This design comes from an exercise in tuning for small area, a short achievable clock period and few clock cycles on the open sky130 flow, not from production work.
Function was not checked in any run shown here: the RTL went through the layout flow alone.
No activity file was given, so power comes from the tool's default toggle rates.

==> flow/design.v <==
module axi4_lite_slave #(
    parameter int unsigned ADDR_WIDTH = 32,
    parameter int unsigned DATA_WIDTH = 32
)(
    input  logic                  aclk,
    input  logic                  aresetn,         
    input  logic [ADDR_WIDTH-1:0] awaddr,
    input  logic                  awvalid,
    output logic                  awready,
    input  logic [DATA_WIDTH-1:0] wdata,
    input  logic [3:0]            wstrb,
    input  logic                  wvalid,
    output logic                  wready,
    output logic [1:0]            bresp,
    output logic                  bvalid,
    input  logic                  bready,
    input  logic [ADDR_WIDTH-1:0] araddr,
    input  logic                  arvalid,
    output logic                  arready,
    output logic [DATA_WIDTH-1:0] rdata,
    output logic [1:0]            rresp,
    output logic                  rvalid,
    input  logic                  rready
);
    localparam int unsigned NUM_REGS = 16;
    function automatic logic addr_ok(input logic [ADDR_WIDTH-1:0] a);
        addr_ok = (a[1:0] == 2'b00) && (a[ADDR_WIDTH-1:6] == '0);
    endfunction
    logic [DATA_WIDTH-1:0] reg_file [0:NUM_REGS-1];
    logic                  aw_v, w_v;      
    logic                  wr_go;          
    logic [NUM_REGS-1:0]   aw_sel;         
    logic                  aw_ok;
    logic [DATA_WIDTH-1:0] w_data;
    logic [3:0]            w_strb;
    logic                  awready_r, wready_r;
    logic                  b0_v, b1_v;     
    logic                  b0_err, b1_err;
    logic aw_hs, w_hs, pair, aw_v_n, w_v_n, push, push_ok, pop;
    logic b0_v_n, b1_v_n;
    assign aw_hs   = awvalid & awready_r;
    assign w_hs    = wvalid & wready_r;
    assign pair    = aw_v & w_v;               
    assign aw_v_n  = aw_hs | (aw_v & ~pair);
    assign w_v_n   = w_hs  | (w_v  & ~pair);
    assign push    = aw_v_n & w_v_n;           
    assign push_ok = aw_hs ? addr_ok(awaddr) : aw_ok;
    assign pop     = b0_v & bready;
    assign b0_v_n  = b1_v | push | (b0_v & ~pop);
    assign b1_v_n  = ~pop & (b1_v | (b0_v & push));
    assign awready = awready_r;
    assign wready  = wready_r;
    assign bvalid  = b0_v;
    assign bresp   = {b0_err, 1'b0};
    always_ff @(posedge aclk) begin
        if (aw_hs) begin
            for (int i = 0; i < NUM_REGS; i++)
                aw_sel[i] <= addr_ok(awaddr) && (awaddr[5:2] == 4'(i));
            aw_ok  <= addr_ok(awaddr);
        end
        if (w_hs) begin
            w_data <= wdata;
            w_strb <= wstrb;
        end
        b0_err <= ((~b0_v | pop) & (b1_v ? b1_err : ~push_ok)) | (b0_v & ~pop & b0_err);
        if (~b1_v | pop) b1_err <= ~push_ok;
    end
    always_ff @(posedge aclk) begin
        if (!aresetn) begin
            aw_v      <= 1'b0;
            w_v       <= 1'b0;
            wr_go     <= 1'b0;
            b0_v      <= 1'b0;
            b1_v      <= 1'b0;
            awready_r <= 1'b1;
            wready_r  <= 1'b1;
        end else begin
            aw_v      <= aw_v_n;
            w_v       <= w_v_n;
            wr_go     <= push;
            b0_v      <= b0_v_n;
            b1_v      <= b1_v_n;
            awready_r <= ~(aw_v_n & ~w_v_n) & ~b1_v_n;
            wready_r  <= ~(w_v_n & ~aw_v_n) & ~b1_v_n;
        end
    end
    logic [DATA_WIDTH-1:0] wr_d;
    assign wr_d = w_data & {DATA_WIDTH{aresetn}};
    always_ff @(posedge aclk) begin
        for (int i = 0; i < NUM_REGS; i++)
            for (int b = 0; b < 4; b++)
                if (!aresetn || (wr_go && aw_sel[i] && w_strb[b]))
                    reg_file[i][8*b +: 8] <= wr_d[8*b +: 8];
    end
    logic                  arready_r;
    logic                  rvalid_r, v1, v2;
    logic [3:0]            idx0, idx1, idx2;
    logic                  ok0, ok1, ok2;
    logic [DATA_WIDTH-1:0] rdata_r;
    logic                  rerr_r;
    logic ar_hs, take, ar_ok, v2_n, s_ok;
    logic [3:0] ar_idx;
    logic [NUM_REGS-1:0] s_sel;
    logic [DATA_WIDTH-1:0] rd_mux;
    assign ar_hs  = arvalid & arready_r;
    assign ar_idx = araddr[5:2];
    assign ar_ok  = addr_ok(araddr);
    assign take   = ~rvalid_r | rready;         
    assign v2_n   = ~take & (v2 | (v1 & ar_hs));
    assign s_ok   = take ? ok1  : ok0;
    logic [NUM_REGS*DATA_WIDTH-1:0] rf_flat;
    logic [NUM_REGS-1:0] sel0, sel1;
    always_comb begin
        for (int i = 0; i < NUM_REGS; i++) begin
            sel0[i] = ok0 && (idx0 == 4'(i));
            sel1[i] = ok1 && (idx1 == 4'(i));
            rf_flat[i*DATA_WIDTH +: DATA_WIDTH] = reg_file[i];
        end
    end
    axi4_lite_slave_selmux #(.N(NUM_REGS)) u_selmux (
        .s   (take),
        .a   (sel0),
        .b   (sel1),
        .y   (s_sel)
    );
    axi4_lite_slave_rdmux #(.N(NUM_REGS), .W(DATA_WIDTH)) u_rdmux (
        .sel (s_sel),
        .din (rf_flat),
        .dout(rd_mux)
    );
    assign arready = arready_r;
    assign rvalid  = rvalid_r;
    assign rdata   = rdata_r;
    assign rresp   = {rerr_r, 1'b0};
    always_ff @(posedge aclk) begin
        if (take) begin
            idx0 <= idx1;
            ok0  <= ok1;
        end
        if (take | ~v1) begin
            idx1 <= (take & v2) ? idx2 : ar_idx;
            ok1  <= (take & v2) ? ok2  : ar_ok;
        end
        if (~v2) begin
            idx2 <= ar_idx;
            ok2  <= ar_ok;
        end
        rdata_r <= rd_mux;
        rerr_r  <= ~s_ok;
    end
    always_ff @(posedge aclk) begin
        if (!aresetn) begin
            rvalid_r  <= 1'b0;
            v1        <= 1'b0;
            v2        <= 1'b0;
            arready_r <= 1'b1;
        end else begin
            rvalid_r  <= v1 | ~take;
            v1        <= (take ? v2 : v1) | ar_hs;
            v2        <= v2_n;
            arready_r <= ~v2_n;
        end
    end
endmodule
module axi4_lite_slave_rdmux #(
    parameter int unsigned N = 16,
    parameter int unsigned W = 32
)(
    input  logic [N-1:0] sel,
    input  logic [N*W-1:0] din,       
    output logic [W-1:0] dout
);
    always_comb begin
        dout = '0;
        for (int i = 0; i < N; i++)
            dout = dout | (din[i*W +: W] & {W{sel[i]}});
    end
endmodule
module axi4_lite_slave_selmux #(
    parameter int unsigned N = 16
)(
    input  logic         s,
    input  logic [N-1:0] a,
    input  logic [N-1:0] b,
    output logic [N-1:0] y
);
    assign y = s ? b : a;
endmodule
==> flow/flow/run.sh <==
#!/bin/bash
# Standard ORFS layout, with the I/O port buffers made from a small buffer
# cell (buffer_ports -buffer_cell) instead of the one OpenROAD picks itself.
set -euo pipefail
EXTRA=()
[[ -f flow/extra_args ]] && mapfile -t EXTRA < flow/extra_args
bash standard.sh "BUFFER_PORTS_ARGS=-buffer_cell sky130_fd_sc_hd__buf_1" "${EXTRA[@]}" finish > make_finish.log 2>&1
==> flow/standard.sh <==
#!/bin/bash
# synth_recipe.tcl (not shown) runs the flow's synth.tcl, then flattens the netlist and writes it again
# the make line also repeats each setting of config.mk as NAME=value (left out here)
make -C /OpenROAD-flow-scripts/flow DESIGN_CONFIG=/design/flow/config.mk WORK_HOME=/design/flow/orfs CLKGATE_MAP_FILE= SYNTH_SCRIPT=/design/flow/synth_recipe.tcl "${@:-finish}"
==> flow/config.mk <==
export PLATFORM = sky130hd
export DESIGN_NAME = axi4_lite_slave
export DESIGN_NICKNAME = axi4_lite_slave
export VERILOG_FILES = /design/flow/design.v
export SDC_FILE = /design/flow/constraint.sdc
export NUM_CORES = 4
export LEC_CHECK = 0
export CAP_MARGIN = 20
export CORE_MARGIN = 2
export CORE_UTILIZATION = 40
export CTS_CLUSTER_DIAMETER = 80
export CTS_CLUSTER_SIZE = 25
export SETUP_SLACK_MARGIN = 2.15
export SLEW_MARGIN = 20
export SYNTH_HIERARCHICAL = 1
==> flow/constraint.sdc <==
create_clock -name core_clock -period 4.0 [get_ports {aclk}]
set_input_delay 0.8000 -clock core_clock [delete_from_list [all_inputs] [get_ports {aclk}]]
set_output_delay 0.8000 -clock core_clock [all_outputs]
set_load 0.01 [all_outputs]
==> results_dict.tcl, run 1 <==
set metrics [dict create \
    final_cell_mix "edfxtp_1, a22o_1, a221oi_2" \
    worstHoldStart "wdata[31]" \
    worstMarginPinSlew_ns 0.774 \
    core_mm2 0.0574 \
    drc 0 \
    routedWlPerCell_um 26.5 \
    slew_headroom 0.484 \
    postRouteAntennaNets 0 \
    drv_cap 0 \
    fillers 4793 \
    dp.cells 2144 \
    drive_gt1_frac 0.246 \
    max_freq_mhz 462 \
    rrSetupSlack_ns 1.84 \
    num_io_pins 148 \
    timing.rr.end "rdata_r[28]$_DFF_P_" \
    grt_pass1_wl_um 82700 \
    antennaDiodeCount 0 \
    fin_cells 2251 \
    wirelength_um 59700 \
    intPower_mw 9.30 \
    cp-start-kind "flop" \
    place_area_mm2 0.0248 \
    rows 88 \
    cellLeakagePower_nw 9.34 \
    antenna_found_initial 0 \
    overflow 0 \
    reg2reg_from "rvalid_r$_SDFF_PN0_" \
    clk_path_buf_depth 3 \
    whs_ns 0.348 \
    initial_utilization 0.403 \
    synth_top_flop_cell "edfxtp_1" \
    clk_pin_slew_ns 0.10 \
    arrival_ns 2.64 \
    grt_max_degree 65 \
    pwr_density_cell_mw_per_mm2 438 \
    hold_class "in2reg" \
    setup.worst_path.class "reg2reg" \
    areaGrowthSynthToFinish_pct 17.8 \
    root_buffer "clkbuf_16" \
    vias 12979 \
    insertion_delay_ns 0.62 \
    crit_fanout 16 \
    worstSetupEndpointType "flop" \
    syn_avg_cell_area_um2 17.6 \
    dpl.hpwl_um 34300 \
    crit_required_ns 4.47 \
    dieArea_mm2 0.0597 \
    ir_drop_uv 440 \
    nNetsFinal 1571 \
    p_seq_frac 0.657 \
    cts_num_sinks 626 \
    power_frac_clock 0.301 \
    cts_made_buffers 31 \
    tns_ns 0 \
    yosysSeqAreaShare 0.794 \
    p_switching_mw 2.62 \
    seqCellArea_mm2 0.0184 \
    hold_path_depth 1 \
    r2r_cells 8 \
    synth_cells 1310 \
    ys_ff_latch 626 \
    die_w_um 244 \
    fin_crit_ns 2.16 \
    combPwrFrac 0.042 \
    hold_end "w_data[31]$_DFFE_PP_" \
    async_flop_share 0 \
    fin_area_mm2 0.0272 \
    multi_input_area_mm2 0.00547 \
    grt_pass1_vias 12597 \
    avgViaCountPerCell 5.77 \
    rsz0062_at_grt "yes" \
    tritoncts "built" \
    status "complete, no violations" \
    synth-edff-count 580 \
    firstDrtPassIters 6 \
    track_usage 0.186 \
    finalCritPeriodShare 0.541 \
    fin_ws_ns 1.84 \
    yosysUniqueCellTypes 38 \
    dp_slack_ns 0.980 \
    portBuffers 145 \
    sw_frac_of_total 0.220 \
    skew_ns 0.0266 \
    setup_viol 0 \
    synth_area_mm2 0.0231 \
    finalMaxSlewViolations 0 \
    hold_buffers 0 \
    hold_viol_final 0 \
    fin_total_pwr_mw 11.9 \
    die_h_um 244 \
    cts_htree_levels 1 \
    yosys_warnings 9 \
    drt_iter0_drc 1400 \
    final_common_cell "edfxtp_1" \
    utilization 0.474 \
    gp_congestion 0.808 \
]
cells by family (layout without fill, tap and decap cells):
group,Yosys count,count (layout),synth area share
and+or+nand+nor,302,303,0.0679
other,1,2,0.000162
DFF,626,626,0.794
muxes,22,31,0.0123
buffers and inverters,90,255,0.0248
AOI/OAI and AO/OA,269,269,0.101
power by group through the flow:
stage               sequential [mW]  clock [mW]  combinational, mW
global route                   7.88        3.85              0.545
CTS                            7.83        3.65              0.471
detailed placement             7.98           0              0.443
finish                         7.83        3.58              0.503
floorplan                      7.91           0              0.264
global placement               7.96           0              0.426
layer usage:
| layer | track usage | wire length (um) | vias to the layer above |
|---|---|---|---|
| met2 | 0.309 | 28600 | 568 |
| met3 | 0.0268 | 4690 | 88 |
| met1 | 0.262 | 24900 | 6639 |
| met4 | 0.0393 | 1450 | 0 |
| met5 | 0 | 0 | - |
| li1 | - | - | 5684 |
final cells by class:
| class | count | area share |
|---|---|---|
| clock buffers | 49 | 0.0317 |
| multi-input cells | 605 | 0.201 |
| inverters | 9 | 0.00184 |
| repair inverters | 1 | 0.000322 |
| well taps | 765 | 0.0352 |
| clock inverters | 6 | 0.00299 |
| repair buffers | 190 | 0.0512 |
| flip-flops and latches | 626 | 0.676 |
worst max-delay path by stage:
stage,to,cells after the start,start,slack (ns)
after detailed placement,rdata_r[2]$_DFF_P_,7,rready,0.98
after global placement,rdata_r[27]$_DFF_P_,7,rready,1.01
final,rdata_r[28]$_DFF_P_,8,rvalid_r$_SDFF_PN0_,1.84
after global routing,rdata_r[2]$_DFF_P_,6,idx0[2]$_DFFE_PN_,1.77
after floorplan,rdata_r[10]$_DFF_P_,9,rready,1.66
after CTS,rdata_r[30]$_DFF_P_,9,idx1[0]$_DFFE_PP_,1.84
sequential cells by signal, indices dropped and copies added (netlist names), 4 cells and up, named ones only:
signal    flops
idx2          4
aw_sel       16
w_data       32
reg_file    512
rdata_r      32
idx0          4
idx1          4
w_strb        4
critical path, cell delays in order (launching register included):
cell	delay, ns
dfxtp_2	0.34
nor2b_4	0.23
clkinv_8	0.19
mux2_4	0.39
buf_12	0.15
buf_16	0.14
a22o_1	0.23
a221oi_2	0.20
nand4_1	0.15
cell usage after synthesis (all sizes together) (5+ instances only):
master,n,area (um^2)
a221oi,128,1130
a22o,128,1120
and2,33,206
buf,38,378
clkbuf,43,161
dfxtp,46,921
edfxtp,580,17400
inv,9,33.8
mux2,21,274
nand2,76,285
nand2b,10,62.6
nand3,69,345
nand3b,5,37.5
nand4,35,219
nor2,29,109
nor3,20,100
nor4,18,138
o21ai,6,30.0
timing repair:
item	in CTS	in global routing
gates cloned	6	7
buffers inserted	24	15
endpoints found under the setup margin	668	409
pin swaps	25	13
gates resized for setup	166	44
==> inputs of run 2 (changes only) <==
--- a/flow/config.mk
+++ b/flow/config.mk
@@ -12,3 +12,3 @@
 export CTS_CLUSTER_SIZE = 25
-export SETUP_SLACK_MARGIN = 2.15
+export SETUP_SLACK_MARGIN = 2.0
 export SLEW_MARGIN = 20
==> results_dict.tcl, run 2 <==
set metrics [dict create \
    ir_drop_uv 343 \
    hold_class "in2reg" \
    grt_max_degree 65 \
    crit_cells 8 \
    final_common_cell "edfxtp_1" \
    crit_required_ns 4.48 \
    synth_top_area_frac 0.754 \
    final_cell_mix "edfxtp_1, buf_1, a22o_1" \
    drc 0 \
    async_flop_share 0 \
    yosysMostFrequentCell "edfxtp_1" \
    pwr_density_cell_mw_per_mm2 434 \
    setup_viol 0 \
    finalMaxSlewViolations 0 \
    insertion_delay_ns 0.63 \
    antenna_found_initial 3 \
    drt_iter0_drc 1890 \
    core_mm2 0.0574 \
    cts_num_sinks 626 \
    cts_htree_levels 1 \
    hold_path_depth 1 \
    dpl.hpwl_um 34500 \
    drive_gt1_frac 0.220 \
    clk_path_buf_depth 3 \
    wirelength_um 67700 \
    cp_top_family "simple AND/OR/NAND/NOR gates" \
    portBuffers 145 \
    tns_ns 0 \
    synth_cells 1310 \
    postRouteAntennaNets 0 \
    cellLeakagePower_nw 9.49 \
    status "complete, no violations" \
    tritoncts "built" \
    track_usage 0.216 \
    root_buffer "clkbuf_16" \
    yosysSeqAreaShare 0.794 \
    areaGrowthSynthToFinish_pct 19.7 \
    finalCritPeriodShare 0.543 \
    antennaDiodeCount 0 \
    initial_utilization 0.403 \
    fin_ws_ns 1.83 \
    gp_congestion 0.778 \
    die_w_um 244 \
    fin_cells 2289 \
    skew_ns 0.0284 \
    yosys_warnings 9 \
    worstMarginPinSlew_ns 0.733 \
    grt_pass1_vias 13142 \
    synth-edff-count 580 \
    dp.cells 2144 \
    synth_area_mm2 0.0231 \
    arrival_ns 2.66 \
    drv_cap 0 \
    avgViaCountPerCell 5.97 \
    rows 88 \
    yosysUniqueCellTypes 38 \
    clk_pin_slew_ns 0.10 \
    num_io_pins 148 \
    slowest_stage "edfxtp_1" \
    cp-start-kind "flop" \
    vias 13662 \
    hold_viol_final 0 \
    fin_area_mm2 0.0277 \
    rsz0062_at_grt "yes" \
    die_h_um 244 \
    slew_headroom 0.511 \
    worstSetupEndpointType "flop" \
    regMostFlops "reg_file" \
    synth_top_flop_cell "edfxtp_1" \
    cts_made_buffers 30 \
    timing.critical_path.buf_inv 2 \
    top_regs "reg_file: 512 flops, rdata_r: 32 flops, w_data: 32 flops" \
    place_area_mm2 0.0247 \
    firstDrtPassIters 6 \
    crit_fanout 5 \
    dp_slack_ns 1.02 \
    setup.worst_path.class "reg2reg" \
    syn_avg_cell_area_um2 17.6 \
    grt_pass1_wl_um 93300 \
    fin_crit_ns 2.17 \
    path_cells "or3b_4, nor3_4, buf_6, mux2_4, buf_12, a22o_1, a221oi_2, nand4_1" \
    slowest_delay_ns 0.43 \
    nNetsFinal 1608 \
    max_freq_mhz 460 \
    synth_commonest_cells "edfxtp_1, a221oi_1, a22o_1" \
    r2r_cells 8 \
    dieArea_mm2 0.0597 \
    hold_buffers 0 \
    synth_top_cell_by_area "edfxtp_1" \
    synth_area_leaders "edfxtp_1, a221oi_1, a22o_1" \
    ys_ff_latch 626 \
    routedWlPerCell_um 29.6 \
    overflow 0 \
    largest_reg_flops 512 \
]
-- run 2: cell counts after synthesis --
Identical to the previous run, type by type.
-- run 2: cells by family after synthesis --
family | synth area share
AO/OA/AOI/OAI | 0.101
AND/OR/NAND/NOR | 0.0679
other | 0.000162
buffers and inverters | 0.0248
multiplexers | 0.0123
flip-flops | 0.794
-- run 2: power breakdown --
part | switching (mW) | internal [mW]
Combinational | 0.398 | 0.113
Sequential | 0.187 | 7.65
Clock | 2.04 | 1.62
Total | 2.63 | 9.39
-- run 2: cell type report --
cell class,instances,area (um^2)
fill,4731,29700
sequential,626,18300
multi-input combinational,617,5760
timing repair buffer,215,1550
tap,765,957
clock buffer,48,850
clock inverter,7,113
inverter,9,53.8
timing repair inverter,2,31.3
-- run 2: what timing repair did --
action,in CTS,in global routing
setup endpoints to repair,274,47
gates resized for setup,93,45
cloned,20,5
pin swaps,8,25
setup buffers,52,13
-- run 2: routing by layer --
metal  up-vias  share of wire  track usage
li1       5774              -            -
met1      7132           0.41        0.297
met2       628           0.47        0.349
met3       124          0.090       0.0418
met4         4          0.032       0.0673
met5         -        0.00035            0
-- run 2: per-stage QoR --
stage | power [mW] | util | hold slack [ns]
6_report | 12.0 | 0.482 | 0.340
5_1_grt | 12.4 | 0.482 | 0.328
4_1_cts | 12.0 | 0.473 | 0.315
3_5_place_dp | 8.42 | 0.431 | 0.461
3_3_place_gp | 8.38 | 0.431 | 0.456
2_1_floorplan | 8.17 | - | 0.444
-- run 2: path summary, 6_finish.rpt --
kind	start	to	slack, ns
worst max register to register	ok1$_DFFE_PP_	rdata_r[3]$_DFF_P_	1.83
worst max-delay path	ok1$_DFFE_PP_	rdata_r[3]$_DFF_P_	1.83
worst min-delay path	wdata[6]	w_data[6]$_DFFE_PP_	0.34
worst min register to register	reg_file[7][22]$_DFFE_PP_	rdata_r[22]$_DFF_P_	0.49
==> inputs of run 3 (changes only) <==
--- a/flow/design.v
+++ b/flow/design.v
@@ -31,3 +31,3 @@
     logic                  wr_go;          
-    logic [NUM_REGS-1:0]   aw_sel;         
+    logic [3:0]            aw_idx;
     logic                  aw_ok;
@@ -56,4 +56,3 @@
         if (aw_hs) begin
-            for (int i = 0; i < NUM_REGS; i++)
-                aw_sel[i] <= addr_ok(awaddr) && (awaddr[5:2] == 4'(i));
+            aw_idx <= awaddr[5:2];
             aw_ok  <= addr_ok(awaddr);
@@ -64,3 +63,3 @@
         end
-        b0_err <= ((~b0_v | pop) & (b1_v ? b1_err : ~push_ok)) | (b0_v & ~pop & b0_err);
+        if (~b0_v | pop) b0_err <= b1_v ? b1_err : ~push_ok;
         if (~b1_v | pop) b1_err <= ~push_ok;
@@ -79,3 +78,3 @@
             w_v       <= w_v_n;
-            wr_go     <= push;
+            wr_go     <= push & push_ok;
             b0_v      <= b0_v_n;
@@ -91,3 +90,3 @@
             for (int b = 0; b < 4; b++)
-                if (!aresetn || (wr_go && aw_sel[i] && w_strb[b]))
+                if (!aresetn || (wr_go && aw_idx == 4'(i) && w_strb[b]))
                     reg_file[i][8*b +: 8] <= wr_d[8*b +: 8];
@@ -95,10 +94,16 @@
     logic                  arready_r;
-    logic                  rvalid_r, v1, v2;
-    logic [3:0]            idx0, idx1, idx2;
-    logic                  ok0, ok1, ok2;
+    logic                  q0_v, q1_v;
+    logic [NUM_REGS-1:0]   q0_sel;          
+    logic                  q0_err;
+    logic [3:0]            q1_idx;
+    logic                  q1_ok;
+    logic                  rvalid_r;
+    logic [NUM_REGS-1:0]   p_sel;
+    logic                  p_err;
     logic [DATA_WIDTH-1:0] rdata_r;
     logic                  rerr_r;
-    logic ar_hs, take, ar_ok, v2_n, s_ok;
+    logic ar_hs, take, adv, ar_ok, q1_v_n;
     logic [3:0] ar_idx;
-    logic [NUM_REGS-1:0] s_sel;
+    logic [NUM_REGS-1:0] ar_sel, q1_sel, s_sel;
+    logic [NUM_REGS*DATA_WIDTH-1:0] rf_flat;
     logic [DATA_WIDTH-1:0] rd_mux;
@@ -108,10 +113,8 @@
     assign take   = ~rvalid_r | rready;         
-    assign v2_n   = ~take & (v2 | (v1 & ar_hs));
-    assign s_ok   = take ? ok1  : ok0;
-    logic [NUM_REGS*DATA_WIDTH-1:0] rf_flat;
-    logic [NUM_REGS-1:0] sel0, sel1;
+    assign adv    = q0_v & take;                
+    assign q1_v_n = ~adv & (q1_v | (q0_v & ar_hs));
     always_comb begin
         for (int i = 0; i < NUM_REGS; i++) begin
-            sel0[i] = ok0 && (idx0 == 4'(i));
-            sel1[i] = ok1 && (idx1 == 4'(i));
+            ar_sel[i] = ar_ok  && (ar_idx == 4'(i));
+            q1_sel[i] = q1_ok && (q1_idx == 4'(i));
             rf_flat[i*DATA_WIDTH +: DATA_WIDTH] = reg_file[i];
@@ -119,7 +122,8 @@
     end
-    axi4_lite_slave_selmux #(.N(NUM_REGS)) u_selmux (
-        .s   (take),
-        .a   (sel0),
-        .b   (sel1),
-        .y   (s_sel)
+    axi4_lite_slave_nextsel #(.N(NUM_REGS)) u_nextsel (
+        .rready (rready),
+        .rvalid (rvalid_r),
+        .q0_sel (q0_sel),
+        .p_sel  (p_sel),
+        .s_sel  (s_sel)
     );
@@ -135,16 +139,16 @@
     always_ff @(posedge aclk) begin
+        if (~q0_v | adv) begin
+            q0_sel <= q1_v ? q1_sel : ar_sel;
+            q0_err <= q1_v ? ~q1_ok : ~ar_ok;
+        end
+        if (~q1_v | adv) begin
+            q1_idx <= ar_idx;
+            q1_ok  <= ar_ok;
+        end
         if (take) begin
-            idx0 <= idx1;
-            ok0  <= ok1;
-        end
-        if (take | ~v1) begin
-            idx1 <= (take & v2) ? idx2 : ar_idx;
-            ok1  <= (take & v2) ? ok2  : ar_ok;
-        end
-        if (~v2) begin
-            idx2 <= ar_idx;
-            ok2  <= ar_ok;
+            p_sel <= q0_sel;
+            p_err <= q0_err;
         end
         rdata_r <= rd_mux;
-        rerr_r  <= ~s_ok;
+        rerr_r  <= rready ? q0_err : (rvalid_r ? p_err : q0_err);
     end
@@ -152,13 +156,26 @@
         if (!aresetn) begin
+            q0_v      <= 1'b0;
+            q1_v      <= 1'b0;
             rvalid_r  <= 1'b0;
-            v1        <= 1'b0;
-            v2        <= 1'b0;
             arready_r <= 1'b1;
         end else begin
-            rvalid_r  <= v1 | ~take;
-            v1        <= (take ? v2 : v1) | ar_hs;
-            v2        <= v2_n;
-            arready_r <= ~v2_n;
+            q0_v      <= q1_v | ar_hs | (q0_v & ~adv);
+            q1_v      <= q1_v_n;
+            rvalid_r  <= adv | (rvalid_r & ~rready);
+            arready_r <= ~q1_v_n;
         end
     end
+endmodule
+module axi4_lite_slave_nextsel #(
+    parameter int unsigned N = 16
+)(
+    input  logic         rready,
+    input  logic         rvalid,
+    input  logic [N-1:0] q0_sel,
+    input  logic [N-1:0] p_sel,
+    output logic [N-1:0] s_sel
+);
+    logic [N-1:0] hold_sel;
+    assign hold_sel = rvalid ? p_sel : q0_sel;
+    assign s_sel    = rready ? q0_sel : hold_sel;
 endmodule
@@ -168,5 +185,5 @@
 )(
-    input  logic [N-1:0] sel,
+    input  logic [N-1:0]   sel,
     input  logic [N*W-1:0] din,       
-    output logic [W-1:0] dout
+    output logic [W-1:0]   dout
 );
@@ -178,11 +195 @@
 endmodule
-module axi4_lite_slave_selmux #(
-    parameter int unsigned N = 16
-)(
-    input  logic         s,
-    input  logic [N-1:0] a,
-    input  logic [N-1:0] b,
-    output logic [N-1:0] y
-);
-    assign y = s ? b : a;
-endmodule
--- a/flow/config.mk
+++ b/flow/config.mk
@@ -12,3 +12,3 @@
 export CTS_CLUSTER_SIZE = 25
-export SETUP_SLACK_MARGIN = 2.0
+export SETUP_SLACK_MARGIN = 2.1
 export SLEW_MARGIN = 20
==> results_dict.tcl, run 3 <==
set metrics [dict create \
    clk_path_buf_depth 3 \
    rows 88 \
    fin_crit_ns 2.19 \
    synth_top_area_frac 0.766 \
    antennaDiodeCount 0 \
    synth_area_leaders "edfxtp_1, a221oi_1, a22o_1" \
    skew_ns 0.0303 \
    gp_congestion 0.791 \
    areaGrowthSynthToFinish_pct 26.5 \
    antenna_found_initial 0 \
    crit_required_ns 4.47 \
    tns_ns 0 \
    drc 0 \
    synth_area_mm2 0.0233 \
    crit_path_frequent_cell "buf_16" \
    cts_htree_levels 1 \
    path_cells "nor2b_4, buf_12, buf_16, buf_16, mux2_4, a221oi_1, nand4_1" \
    synth-edff-count 594 \
    grt_max_degree 77 \
    dp.cells 2117 \
    drive_gt1_frac 0.317 \
    die_h_um 245 \
    fin_total_pwr_mw 12.8 \
    core_mm2 0.0576 \
    grt_pass1_vias 13528 \
    clk_pin_slew_ns 0.10 \
    pwr_density_cell_mw_per_mm2 434 \
    cp-start-kind "flop" \
    hold_buffers 0 \
    async_flop_share 0 \
    tritoncts "built" \
    portBuffers 145 \
    synth_cells 1257 \
    track_usage 0.229 \
    dieArea_mm2 0.0601 \
    rsz0062_at_grt "yes" \
    hold_viol_final 0 \
    regMostFlops "reg_file" \
    vias 14012 \
    yosysMostFrequentCell "edfxtp_1" \
    fillers 4517 \
    die_w_um 245 \
    wirelength_um 72300 \
    synth_top_cell_by_area "edfxtp_1" \
    grt_pass1_wl_um 97700 \
    largest_reg_flops 512 \
    nNetsFinal 1626 \
    root_buffer "clkbuf_16" \
    dpl.hpwl_um 34300 \
    synth_top_flop_cell "edfxtp_1" \
    yosysSeqAreaShare 0.804 \
    final_common_cell "edfxtp_1" \
    overflow 0 \
    firstDrtPassIters 5 \
    cts_num_sinks 638 \
    fin_cells 2306 \
    num_io_pins 148 \
    slowest_stage "mux2_4" \
    routedWlPerCell_um 31.4 \
    insertion_delay_ns 0.64 \
    setup.worst_path.class "reg2reg" \
    finalMaxSlewViolations 0 \
    worstMarginPinSlew_ns 0.722 \
    avgViaCountPerCell 6.08 \
    final_cell_mix "edfxtp_1, a22o_1, buf_1" \
    initial_utilization 0.404 \
    yosys_warnings 9 \
    yosysUniqueCellTypes 45 \
    slew_headroom 0.517 \
    finalCritPeriodShare 0.547 \
    ir_drop_uv 363 \
    cellLeakagePower_nw 10.1 \
    arrival_ns 2.66 \
    hold_class "in2reg" \
    status "complete, no violations" \
    top_regs "reg_file: 512 flops, rdata_r: 32 flops, w_data: 32 flops" \
    drt_iter0_drc 1636 \
    drv_cap 0 \
    worstSetupEndpointType "flop" \
    slowest_delay_ns 0.47 \
    setup_viol 0 \
    postRouteAntennaNets 0 \
    max_freq_mhz 457 \
    ys_ff_latch 638 \
    crit_fanout 16 \
    syn_avg_cell_area_um2 18.5 \
    cts_made_buffers 31 \
    synth_commonest_cells "edfxtp_1, a221oi_1, a22o_1" \
]
[run 3: cell count changes in the layout (fill, tap and decap cells not counted), moves of 29 or more]
cell / delta
nand3_1: -62
o21ai_4: +48
nand2_1: -40
buf_1: -31
buf_6: +31
dfxtp_1: -29
[run 3: logic make-up after synthesis]
| kind of cell | after synthesis | synth area share |
|---|---|---|
| DFF | 638 | 0.804 |
| AOI/OAI and AO/OA | 350 | 0.121 |
| buffers and inverters | 82 | 0.0233 |
| other | 1 | 0.000161 |
| and+or+nand+nor | 170 | 0.0416 |
| muxes | 16 | 0.00935 |
[run 3: worst paths after layout]
kind	start	end	slack, ns	cells after the start
worst max-delay path	rvalid_r$_SDFF_PN0_	rdata_r[5]$_DFF_P_	1.81	7
worst min-delay path	wdata[26]	w_data[26]$_DFFE_PP_	0.34	1
worst max register to register	rvalid_r$_SDFF_PN0_	rdata_r[5]$_DFF_P_	1.81	7
worst min register to register	q0_err$_DFFE_PN_	p_err$_DFFE_PN_	0.47	0
[run 3: timing repair]
item,4_1_cts,5_1_grt
cloned,35,0
setup endpoints to repair,810,554
pin swaps,48,55
gates resized for setup,280,72
buffers inserted,38,61
[run 3: final cells by class]
type / count / area [um^2] / area share
Clock inverter: 6 / 97.6 / 0.00332
Tap cell: 765 / 957 / 0.0325
Timing Repair Buffer: 269 / 2580 / 0.0876
Multi-Input combinational cell: 568 / 6120 / 0.208
Sequential cell: 638 / 18800 / 0.638
Inverter: 11 / 63.8 / 0.00217
Clock buffer: 49 / 843 / 0.0287
[run 3: routing by layer]
metal,share of wire,up-vias,GRT usage,wire [um]
met3,0.098,176,0.0417,7090
met5,0,-,0,0
met2,0.48,847,0.376,34700
li1,-,5798,-,-
met1,0.38,7191,0.306,27500
met4,0.041,0,0.0812,2990
[run 3: where the power goes]
| group | internal [mW] | total (mW) | leakage, nW | switching (mW) |
|---|---|---|---|---|
| sequential | 7.81 | 8.04 | 6.46 | 0.231 |
| clock | 1.56 | 3.65 | 0.445 | 2.09 |
| combinational | 0.443 | 1.09 | 3.15 | 0.647 |
| total | 9.81 | 12.8 | 10.1 | 2.97 |
[run 3: worst max-delay path: cells and delay by family (launching register included)]
| family | cells | cell delay (ns) |
|---|---|---|
| buffers and inverters | 3 | 0.40 |
| muxes | 1 | 0.47 |
| AOI/OAI and AO/OA | 1 | 0.42 |
| and+or+nand+nor | 2 | 0.40 |
| DFF | 1 | 0.34 |
[run 3: metrics by stage]
| stage | cell area [um^2] | setup WS, ns | hold slack [ns] | utilization |
|---|---|---|---|---|
| after floorplan | 23800 | 1.79 | 0.408 | - |
| after global placement | 24900 | 0.959 | 0.433 | 0.432 |
| after detailed placement | 24900 | 0.917 | 0.426 | 0.433 |
| after CTS | 28200 | 1.82 | 0.318 | 0.490 |
| after global routing | 29400 | 1.75 | 0.323 | 0.511 |
| final | 29400 | 1.81 | 0.338 | 0.511 |
==> inputs of run 4 (changes only) <==
==> flow/design.v (replaced) <==
module axi4_lite_slave #(
    parameter int unsigned ADDR_WIDTH = 32,
    parameter int unsigned DATA_WIDTH = 32
)(
    input  logic                  aclk,
    input  logic                  aresetn,         
    input  logic [ADDR_WIDTH-1:0] awaddr,
    input  logic                  awvalid,
    output logic                  awready,
    input  logic [DATA_WIDTH-1:0] wdata,
    input  logic [3:0]            wstrb,
    input  logic                  wvalid,
    output logic                  wready,
    output logic [1:0]            bresp,
    output logic                  bvalid,
    input  logic                  bready,
    input  logic [ADDR_WIDTH-1:0] araddr,
    input  logic                  arvalid,
    output logic                  arready,
    output logic [DATA_WIDTH-1:0] rdata,
    output logic [1:0]            rresp,
    output logic                  rvalid,
    input  logic                  rready
);
    localparam int unsigned NUM_REGS = 16;
    function automatic logic addr_ok(input logic [ADDR_WIDTH-1:0] a);
        addr_ok = (a[1:0] == 2'b00) && (a[ADDR_WIDTH-1:6] == '0);
    endfunction
    logic [DATA_WIDTH-1:0] reg_file [0:NUM_REGS-1];
    logic       aw_v;                  
    logic [3:0] aw_idx;
    logic       aw_ok;
    logic       bvalid_r, berr_r;
    logic bspace, aw_hs, w_hs, wr_ok;
    logic [3:0] wr_idx;
    assign bspace  = ~bvalid_r | bready;       
    assign awready = ~aw_v | (wvalid & bspace);
    assign wready  = bspace & (aw_v | awvalid);
    assign aw_hs   = awvalid & awready;
    assign w_hs    = wvalid & wready;          
    assign wr_idx  = aw_v ? aw_idx : awaddr[5:2];
    assign wr_ok   = aw_v ? aw_ok  : addr_ok(awaddr);
    assign bvalid  = bvalid_r;
    assign bresp   = {berr_r, 1'b0};
    always_ff @(posedge aclk) begin
        if (aw_hs & (aw_v | ~w_hs)) begin
            aw_idx <= awaddr[5:2];
            aw_ok  <= addr_ok(awaddr);
        end
        if (w_hs) berr_r <= ~wr_ok;
    end
    always_ff @(posedge aclk) begin
        if (!aresetn) begin
            aw_v     <= 1'b0;
            bvalid_r <= 1'b0;
        end else begin
            aw_v     <= aw_hs ? (aw_v | ~w_hs) : (aw_v & ~w_hs);
            bvalid_r <= w_hs | (bvalid_r & ~bready);
        end
    end
    logic [DATA_WIDTH-1:0] wr_d;
    assign wr_d = wdata & {DATA_WIDTH{aresetn}};
    logic [NUM_REGS-1:0] wr_sel;            
    axi4_lite_slave_dec #(.N(NUM_REGS)) u_wrdec (
        .en  (w_hs & wr_ok),
        .idx (wr_idx),
        .sel (wr_sel)
    );
    always_ff @(posedge aclk) begin
        for (int i = 0; i < NUM_REGS; i++)
            for (int b = 0; b < 4; b++)
                if (!aresetn || (wr_sel[i] && wstrb[b]))
                    reg_file[i][8*b +: 8] <= wr_d[8*b +: 8];
    end
    logic                  q0_v;
    logic [NUM_REGS-1:0]   q0_sel;          
    logic                  q0_err;
    logic                  rvalid_r;
    logic [DATA_WIDTH-1:0] rdata_r;
    logic                  rerr_r;
    logic ar_hs, take, adv, ar_ok;
    logic [3:0] ar_idx;
    logic [NUM_REGS-1:0] ar_sel;
    logic [DATA_WIDTH-1:0] rd_mux;
    assign take    = ~rvalid_r | rready;       
    assign adv     = q0_v & take;              
    assign arready = ~q0_v | take;
    assign ar_hs   = arvalid & arready;
    assign ar_idx  = araddr[5:2];
    assign ar_ok   = addr_ok(araddr);
    always_comb begin
        for (int i = 0; i < NUM_REGS; i++)
            ar_sel[i] = ar_ok && (ar_idx == 4'(i));
        rd_mux = '0;
        for (int i = 0; i < NUM_REGS; i++)
            rd_mux = rd_mux | (reg_file[i] & {DATA_WIDTH{q0_sel[i]}});
    end
    assign rvalid  = rvalid_r;
    assign rdata   = rdata_r;
    assign rresp   = {rerr_r, 1'b0};
    always_ff @(posedge aclk) begin
        if (~q0_v | adv) begin
            q0_sel <= ar_sel;
            q0_err <= ~ar_ok;
        end
        if (adv) begin
            rdata_r <= rd_mux;
            rerr_r  <= q0_err;
        end
    end
    always_ff @(posedge aclk) begin
        if (!aresetn) begin
            q0_v     <= 1'b0;
            rvalid_r <= 1'b0;
        end else begin
            q0_v     <= ar_hs | (q0_v & ~adv);
            rvalid_r <= adv | (rvalid_r & ~rready);
        end
    end
endmodule
module axi4_lite_slave_dec #(
    parameter int unsigned N = 16
)(
    input  logic         en,
    input  logic [3:0]   idx,
    output logic [N-1:0] sel
);
    always_comb begin
        for (int i = 0; i < N; i++)
            sel[i] = en && (idx == 4'(i));
    end
endmodule
--- a/flow/config.mk
+++ b/flow/config.mk
@@ -12,3 +12,3 @@
 export CTS_CLUSTER_SIZE = 25
-export SETUP_SLACK_MARGIN = 2.1
+export SETUP_SLACK_MARGIN = 2.0
 export SLEW_MARGIN = 20
==> results_dict.tcl, run 4 <==
set metrics [dict create \
    regMostFlops "reg_file" \
    dp_slack_ns 0.490 \
    cts_made_buffers 27 \
    synth-edff-count 568 \
    p_switching_mw 2.32 \
    hold_class "in2reg" \
    sw_frac_of_total 0.215 \
    timing.critical_path.buf_inv 2 \
    fin_total_pwr_mw 10.8 \
    async_flop_share 0 \
    drv_cap 0 \
    fin_area_mm2 0.0242 \
    tritoncts "built" \
    fin_ws_ns 1.18 \
    finalMaxSlewViolations 0 \
    arrival_ns 3.11 \
    setup.worst_path.class "in2reg" \
    finalCritPeriodShare 0.705 \
    core_mm2 0.0524 \
    dr_wl_met3_um 4200 \
    fin_crit_ns 2.82 \
    cts_num_sinks 572 \
    fin_cells 2047 \
    path_cells "buf_1, or4_4, o41a_1, nor2_4, or3b_4, nor3_4, buf_6, nand2_4, nand2_8" \
    insertion_delay_ns 0.59 \
    setup_viol 0 \
    fillers 4389 \
    cp-start-kind "primary input" \
    top_regs "reg_file: 512 flops, rdata_r: 32 flops, q0_sel: 16 flops" \
    routedWlPerCell_um 27.1 \
    yosysSeqAreaShare 0.811 \
    postRouteAntennaNets 0 \
    dp.cells 1964 \
    max_freq_mhz 354 \
    tns_ns 0 \
    yosysMostFrequentCell "edfxtp_1" \
    rows 84 \
    synth_top_cell_by_area "edfxtp_1" \
    dpl.hpwl_um 32000 \
    p_seq_frac 0.652 \
    slowest_delay_ns 0.53 \
    utilization 0.462 \
    synth_cells 1184 \
    largest_reg_flops 512 \
    firstDrtPassIters 6 \
    rsz0062_at_grt "yes" \
    skew_ns 0.0131 \
    worstMarginPinSlew_ns 1.14 \
    slew_headroom 0.237 \
    areaGrowthSynthToFinish_pct 14.6 \
    cp_top_family "simple AND/OR/NAND/NOR gates" \
    hold_viol_final 0 \
    die_w_um 234 \
    synth_top_flop_cell "edfxtp_1" \
    clk_pin_slew_ns 0.09 \
    grt_pass1_wl_um 79700 \
    antenna_found_initial 2 \
    drt_iter0_drc 1168 \
    synth_commonest_cells "edfxtp_1, nand2_1, a221oi_1, a22o_1, clkbuf_1" \
    overflow 0 \
    synth_area_leaders "edfxtp_1, a221oi_1, a22o_1" \
    intPower_mw 8.49 \
    status "complete, no violations" \
    portBuffers 145 \
    grt_pass1_vias 12039 \
    gp_congestion 0.797 \
    avgViaCountPerCell 5.79 \
    initial_utilization 0.403 \
    grt_max_degree 69 \
    vias 11850 \
    yosysUniqueCellTypes 37 \
    pwr_density_cell_mw_per_mm2 446 \
    whs_ns 0.427 \
    combPwrFrac 0.052 \
    final_cell_mix "edfxtp_1, buf_1, a22o_1" \
    drc 0 \
    track_usage 0.201 \
    wirelength_um 55600 \
    hold_buffers 0 \
    wl_met1_um 23200 \
    crit_fanout 8 \
    met2_length_um 26800 \
    cellLeakagePower_nw 8.06 \
    num_io_pins 148 \
    routed.top_layer "met5" \
    syn_avg_cell_area_um2 17.9 \
    worstSetupEndpointType "flop" \
    ys_ff_latch 572 \
    rrSetupSlack_ns 1.59 \
    root_buffer "clkbuf_16" \
    clk_path_buf_depth 3 \
    synth_top_area_frac 0.807 \
    die_h_um 234 \
    synth_area_mm2 0.0211 \
    crit_required_ns 4.29 \
    final_common_cell "edfxtp_1" \
    slowest_stage "or4_4" \
    yosys_warnings 9 \
    place_area_mm2 0.0226 \
    nNetsFinal 1445 \
    power_frac_clock 0.297 \
    ir_drop_uv 306 \
    dieArea_mm2 0.0547 \
    cts_htree_levels 1 \
    drive_gt1_frac 0.163 \
]
-- run 4: path summary, 6_finish.rpt --
kind                    start                        end  depth (start not counted)
max                awaddr[23]   reg_file[0][6]$_DFFE_PP_                          9
min                   arvalid            q0_v$_SDFF_PN0_                          3
min reg2reg  q0_err$_DFFE_PN_           rerr_r$_DFFE_PP_                          0
max reg2reg   aw_v$_SDFF_PN0_  reg_file[5][11]$_DFFE_PP_                          6
-- run 4: power by group through the flow --
stage / combinational (mW) / clock (mW) / sequential (mW)
global route: 0.604 / 3.45 / 7.07
detailed placement: 0.520 / 0 / 7.18
global placement: 0.508 / 0 / 7.17
floorplan: 0.263 / 0 / 7.16
finish: 0.559 / 3.21 / 7.04
CTS: 0.545 / 3.25 / 7.04
-- run 4: final cells by class --
type,count,area [um^2],area share
Inverter,1,3.75,0.000155
Timing Repair Buffer,196,1030,0.0427
Antenna cell,1,2.50,0.000103
Sequential cell,572,17100,0.708
Multi-Input combinational cell,540,4360,0.180
Clock buffer,46,777,0.0321
Tap cell,688,861,0.0355
Clock inverter,3,52.6,0.00217
-- run 4: kinds of logic after synthesis --
family | share of synthesized area
buffers and inverters | 0.0143
AOI/OAI and AO/OA | 0.109
muxes | 0.00213
DFF | 0.811
other | 0.000177
and+or+nand+nor | 0.0640
-- run 4: routing by layer --
metal,vias to the layer above,track usage
met4,2,0.0504
met2,538,0.335
met5,-,0
met1,6037,0.278
li1,5199,-
met3,74,0.0322
-- run 4: worst min-delay path, cell delays in order --
cell and delay [ns]:
buf_1 0.06, a21oi_1 0.04, nor2b_1 0.08
-- run 4: repair_timing --
action,in CTS,in global routing
buffers inserted,26,6
cloned,0,1
pin swaps,12,14
gates resized for setup,62,62
setup endpoints to repair,533,596
hold endpoints to repair,0,0
==> inputs of run 5 (changes only) <==
--- a/flow/design.v
+++ b/flow/design.v
@@ -25,5 +25,2 @@
     localparam int unsigned NUM_REGS = 16;
-    function automatic logic addr_ok(input logic [ADDR_WIDTH-1:0] a);
-        addr_ok = (a[1:0] == 2'b00) && (a[ADDR_WIDTH-1:6] == '0);
-    endfunction
     logic [DATA_WIDTH-1:0] reg_file [0:NUM_REGS-1];
@@ -40,4 +37,6 @@
     assign w_hs    = wvalid & wready;          
+    logic awaddr_ok;
+    axi4_lite_slave_aok #(.AW(ADDR_WIDTH)) u_awok (.a(awaddr), .ok(awaddr_ok));
     assign wr_idx  = aw_v ? aw_idx : awaddr[5:2];
-    assign wr_ok   = aw_v ? aw_ok  : addr_ok(awaddr);
+    assign wr_ok   = aw_v ? aw_ok  : awaddr_ok;
     assign bvalid  = bvalid_r;
@@ -47,3 +46,3 @@
             aw_idx <= awaddr[5:2];
-            aw_ok  <= addr_ok(awaddr);
+            aw_ok  <= awaddr_ok;
         end
@@ -62,8 +61,6 @@
     assign wr_d = wdata & {DATA_WIDTH{aresetn}};
-    logic [NUM_REGS-1:0] wr_sel;            
-    axi4_lite_slave_dec #(.N(NUM_REGS)) u_wrdec (
-        .en  (w_hs & wr_ok),
-        .idx (wr_idx),
-        .sel (wr_sel)
-    );
+    logic [NUM_REGS-1:0] wr_dec;            
+    logic                wr_en;             
+    axi4_lite_slave_dec #(.N(NUM_REGS)) u_wrdec (.idx(wr_idx), .sel(wr_dec));
+    assign wr_en = w_hs & wr_ok;
     always_ff @(posedge aclk) begin
@@ -71,3 +68,3 @@
             for (int b = 0; b < 4; b++)
-                if (!aresetn || (wr_sel[i] && wstrb[b]))
+                if (!aresetn || (wr_en && wr_dec[i] && wstrb[b]))
                     reg_file[i][8*b +: 8] <= wr_d[8*b +: 8];
@@ -89,3 +86,3 @@
     assign ar_idx  = araddr[5:2];
-    assign ar_ok   = addr_ok(araddr);
+    axi4_lite_slave_aok #(.AW(ADDR_WIDTH)) u_arok (.a(araddr), .ok(ar_ok));
     always_comb begin
@@ -123,3 +120,2 @@
 )(
-    input  logic         en,
     input  logic [3:0]   idx,
@@ -129,4 +125,12 @@
         for (int i = 0; i < N; i++)
-            sel[i] = en && (idx == 4'(i));
+            sel[i] = (idx == 4'(i));
     end
 endmodule
+module axi4_lite_slave_aok #(
+    parameter int unsigned AW = 32
+)(
+    input  logic [AW-1:0] a,
+    output logic          ok
+);
+    assign ok = (a[1:0] == 2'b00) && (a[AW-1:6] == '0);
+endmodule
==> results_dict.tcl, run 5 <==
set metrics [dict create \
    skew_ns 0.0124 \
    p_switching_mw 2.58 \
    rsz0062_at_grt "yes" \
    tns_ns 0 \
    wirelength_um 64100 \
    crit_start "aw_v$_SDFF_PN0_" \
    antennaDiodeCount 0 \
    intPower_mw 8.74 \
    top_regs "reg_file: 512 flops, rdata_r: 32 flops, q0_sel: 16 flops" \
    timing.critical_path.buf_inv 3 \
    crit_required_ns 4.32 \
    multi_input_area_mm2 0.00558 \
    dpl.hpwl_um 31900 \
    slew_headroom 0.157 \
    overflow 0 \
    cp_top_family "buffers and inverters" \
    num_io_pins 148 \
    clk_pin_slew_ns 0.10 \
    gp_congestion 0.757 \
    postRouteAntennaNets 0 \
    regMostFlops "reg_file" \
    synth_top_cell_by_area "edfxtp_1" \
    status "complete, no violations" \
    nNetsFinal 1580 \
    largest_reg_flops 512 \
    clk_path_buf_depth 3 \
    sw_frac_of_total 0.228 \
    finalCritPeriodShare 0.578 \
    yosysSeqAreaShare 0.796 \
    utilization 0.511 \
    drt_iter0_drc 1942 \
    yosys_warnings 9 \
    hold_viol_final 0 \
    grt_pass1_vias 13124 \
    worstSetupEndpointType "flop" \
    grt_max_degree 42 \
    cp-start-kind "flop" \
    areaGrowthSynthToFinish_pct 27.0 \
    fin_crit_ns 2.31 \
    antenna_found_initial 0 \
    syn_avg_cell_area_um2 18.0 \
    fin_ws_ns 1.69 \
    async_flop_share 0 \
    ys_ff_latch 572 \
    max_freq_mhz 432 \
    worstMarginPinSlew_ns 1.26 \
    initial_utilization 0.402 \
    path_cells "buf_6, mux2_4, nor4b_4, buf_4, nand3_4, o21ai_4, buf_12" \
    power_frac_clock 0.270 \
    synth_cells 1196 \
    track_usage 0.220 \
    core_mm2 0.0535 \
    synth_area_mm2 0.0215 \
    reg2reg_from "aw_v$_SDFF_PN0_" \
    worstHoldStart "arvalid" \
    cts_htree_levels 1 \
    rows 85 \
    drv_cap 0 \
    setup_viol 0 \
    yosysUniqueCellTypes 39 \
    drc 0 \
    hold_end "q0_v$_SDFF_PN0_" \
    hold_path_depth 3 \
    synth_commonest_cells "edfxtp_1, a221oi_1, a22o_1" \
    fillers 4138 \
    vias 13290 \
    dp_slack_ns 0.699 \
    synth_top_area_frac 0.792 \
    finalMaxSlewViolations 0 \
    final_common_cell "edfxtp_1" \
    insertion_delay_ns 0.60 \
    cellLeakagePower_nw 8.68 \
    die_h_um 236 \
    drive_gt1_frac 0.265 \
    root_buffer "clkbuf_16" \
    slowest_delay_ns 0.42 \
    cts_num_sinks 572 \
    synth-edff-count 568 \
    setup.worst_path.class "reg2reg" \
    dieArea_mm2 0.0557 \
    r2r_cells 7 \
    arrival_ns 2.63 \
    crit_fanout 8 \
    timing.rr.end "reg_file[2][20]$_DFFE_PP_" \
    yosysMostFrequentCell "edfxtp_1" \
    tritoncts "built" \
    avgViaCountPerCell 6.10 \
    grt_pass1_wl_um 90100 \
    combPwrFrac 0.091 \
    die_w_um 236 \
    synth_area_leaders "edfxtp_1, a221oi_1, a22o_1" \
    hold_class "in2reg" \
    portBuffers 145 \
    slowest_stage "dfxtp_4" \
    firstDrtPassIters 7 \
    routedWlPerCell_um 29.4 \
    ir_drop_uv 292 \
    pwr_density_cell_mw_per_mm2 414 \
    synth_top_flop_cell "edfxtp_1" \
    seqCellArea_mm2 0.0171 \
    final_cell_mix "edfxtp_1, buf_1, a22o_1" \
    cts_made_buffers 27 \
    rrSetupSlack_ns 1.69 \
    p_seq_frac 0.638 \
]
-- run 5: cell count changes in the layout (fill, tap and decap cells not counted), sizes merged, moves of 6 or more --
cell | before | now
and4bb | 0 | 6
buf | 195 | 319
clkbuf | 47 | 40
mux2 | 4 | 17
nand2 | 137 | 5
nand3 | 1 | 67
nor3 | 14 | 4
o21ai | 1 | 64
-- run 5: repair_timing --
item                       CTS  global route
gates resized for setup    107            68
pin swaps                   80            73
setup endpoints to repair  532           534
hold buffers                 0             0
gates cloned                12             0
setup buffers              116            40
-- run 5: metrics by stage --
step	power [mW]	hold WS [ns]	instances	instance area, um^2
after global placement	8.01	0.405	1971	23600
after floorplan	7.73	0.400	1197	22400
after detailed placement	8.04	0.412	1972	23600
after CTS	11.3	0.435	2140	26600
final	11.3	0.433	2180	27300
after global routing	11.6	0.433	2180	27300
-- run 5: cells by family after synthesis --
| kind of cell | share of synthesized area |
|---|---|
| AO/OA/AOI/OAI | 0.122 |
| buffers and inverters | 0.0214 |
| multiplexers | 0.00279 |
| AND/OR/NAND/NOR | 0.0575 |
| other | 0.000174 |
| flip-flops | 0.796 |
-- run 5: worst register-to-register path: cells and delay by family, from the launching register on --
kind,cells,cell delay [ns]
buffers and inverters,3,0.52
and+or+nand+nor,2,0.47
DFF,1,0.42
muxes,1,0.37
AOI/OAI and AO/OA,1,0.25
-- run 5: how the worst max path moves through the flow --
stage          cells after the start                    endpoint
5_1_grt                            7   reg_file[2][20]$_DFFE_PP_
2_1_floorplan                      8   reg_file[1][10]$_DFFE_PP_
3_3_place_gp                       7  reg_file[15][29]$_DFFE_PP_
3_5_place_dp                       7  reg_file[15][29]$_DFFE_PP_
6_report                           7   reg_file[2][20]$_DFFE_PP_
4_1_cts                            6  reg_file[14][15]$_DFFE_PP_
-- run 5: power groups by stage --
| stage | logic, mW | registers, mW | clock network [mW] |
|---|---|---|---|
| final | 1.03 | 7.23 | 3.06 |
| after global routing | 1.08 | 7.27 | 3.30 |
| after CTS | 0.939 | 7.22 | 3.09 |
| after detailed placement | 0.678 | 7.36 | 0 |
| after global placement | 0.664 | 7.34 | 0 |
| after floorplan | 0.404 | 7.32 | 0 |
-- run 5: cell type report --
cell class | count | area share
clock buffers | 34 | 0.0257
well taps | 696 | 0.0319
inverters | 3 | 0.000412
multi-input cells | 544 | 0.204
clock inverters | 6 | 0.00151
repair buffers | 325 | 0.109
flip-flops and latches | 572 | 0.627
-- run 5: routing by layer --
metal / up-vias / share of wire / GRT usage
li1: 5614 / - / -
met1: 6858 / 0.41 / 0.308
met2: 689 / 0.48 / 0.362
met3: 129 / 0.081 / 0.0291
met4: 0 / 0.030 / 0.0623
met5: - / 0 / 0

[what the ideal ports hide]
The results above use ideal ports. As a check the final layouts listed here were re-extracted and re-timed, cells and wires unchanged. Step 1, drivers: a clkbuf_16 drives aclk and a buf_2 each remaining input, both assumed. Step 2, shift: input delay + t, output delay - t, t = (earliest + latest rising clock arrival at the registers) / 2. This alone moves slack from input paths to output paths. a / b / c = no drivers / after step 1 / after step 2; a / b = the first two.
run | t (ns) | slack for setup (ns) | hold slack, ns | worst setup path at the end | worst register clock-pin slew, ns
run 1 | 0.659 | 1.836 / 1.836 / 1.268 | 0.348 / 0.317 / 0.483 | input to register | 0.10 / 0.10
run 2 | 0.673 | 1.827 / 1.827 / 1.360 | 0.340 / 0.304 / 0.490 | input to register | 0.11 / 0.11
run 3 | 0.681 | 1.811 / 1.811 / 1.208 | 0.338 / 0.299 / 0.466 | input to register | 0.12 / 0.12
run 4 | 0.643 | 1.179 / 1.212 / 0.570 | 0.427 / 0.395 / 0.442 | input to register | 0.10 / 0.10
run 5 | 0.653 | 1.687 / 1.687 / 1.138 | 0.433 / 0.401 / 0.435 | input to register | 0.10 / 0.10
After both steps setup and hold are still met in every run listed. For run 4, which loses most, drivers alone change the setup slack by +0.033 ns; drivers and shift together by -0.609 ns.
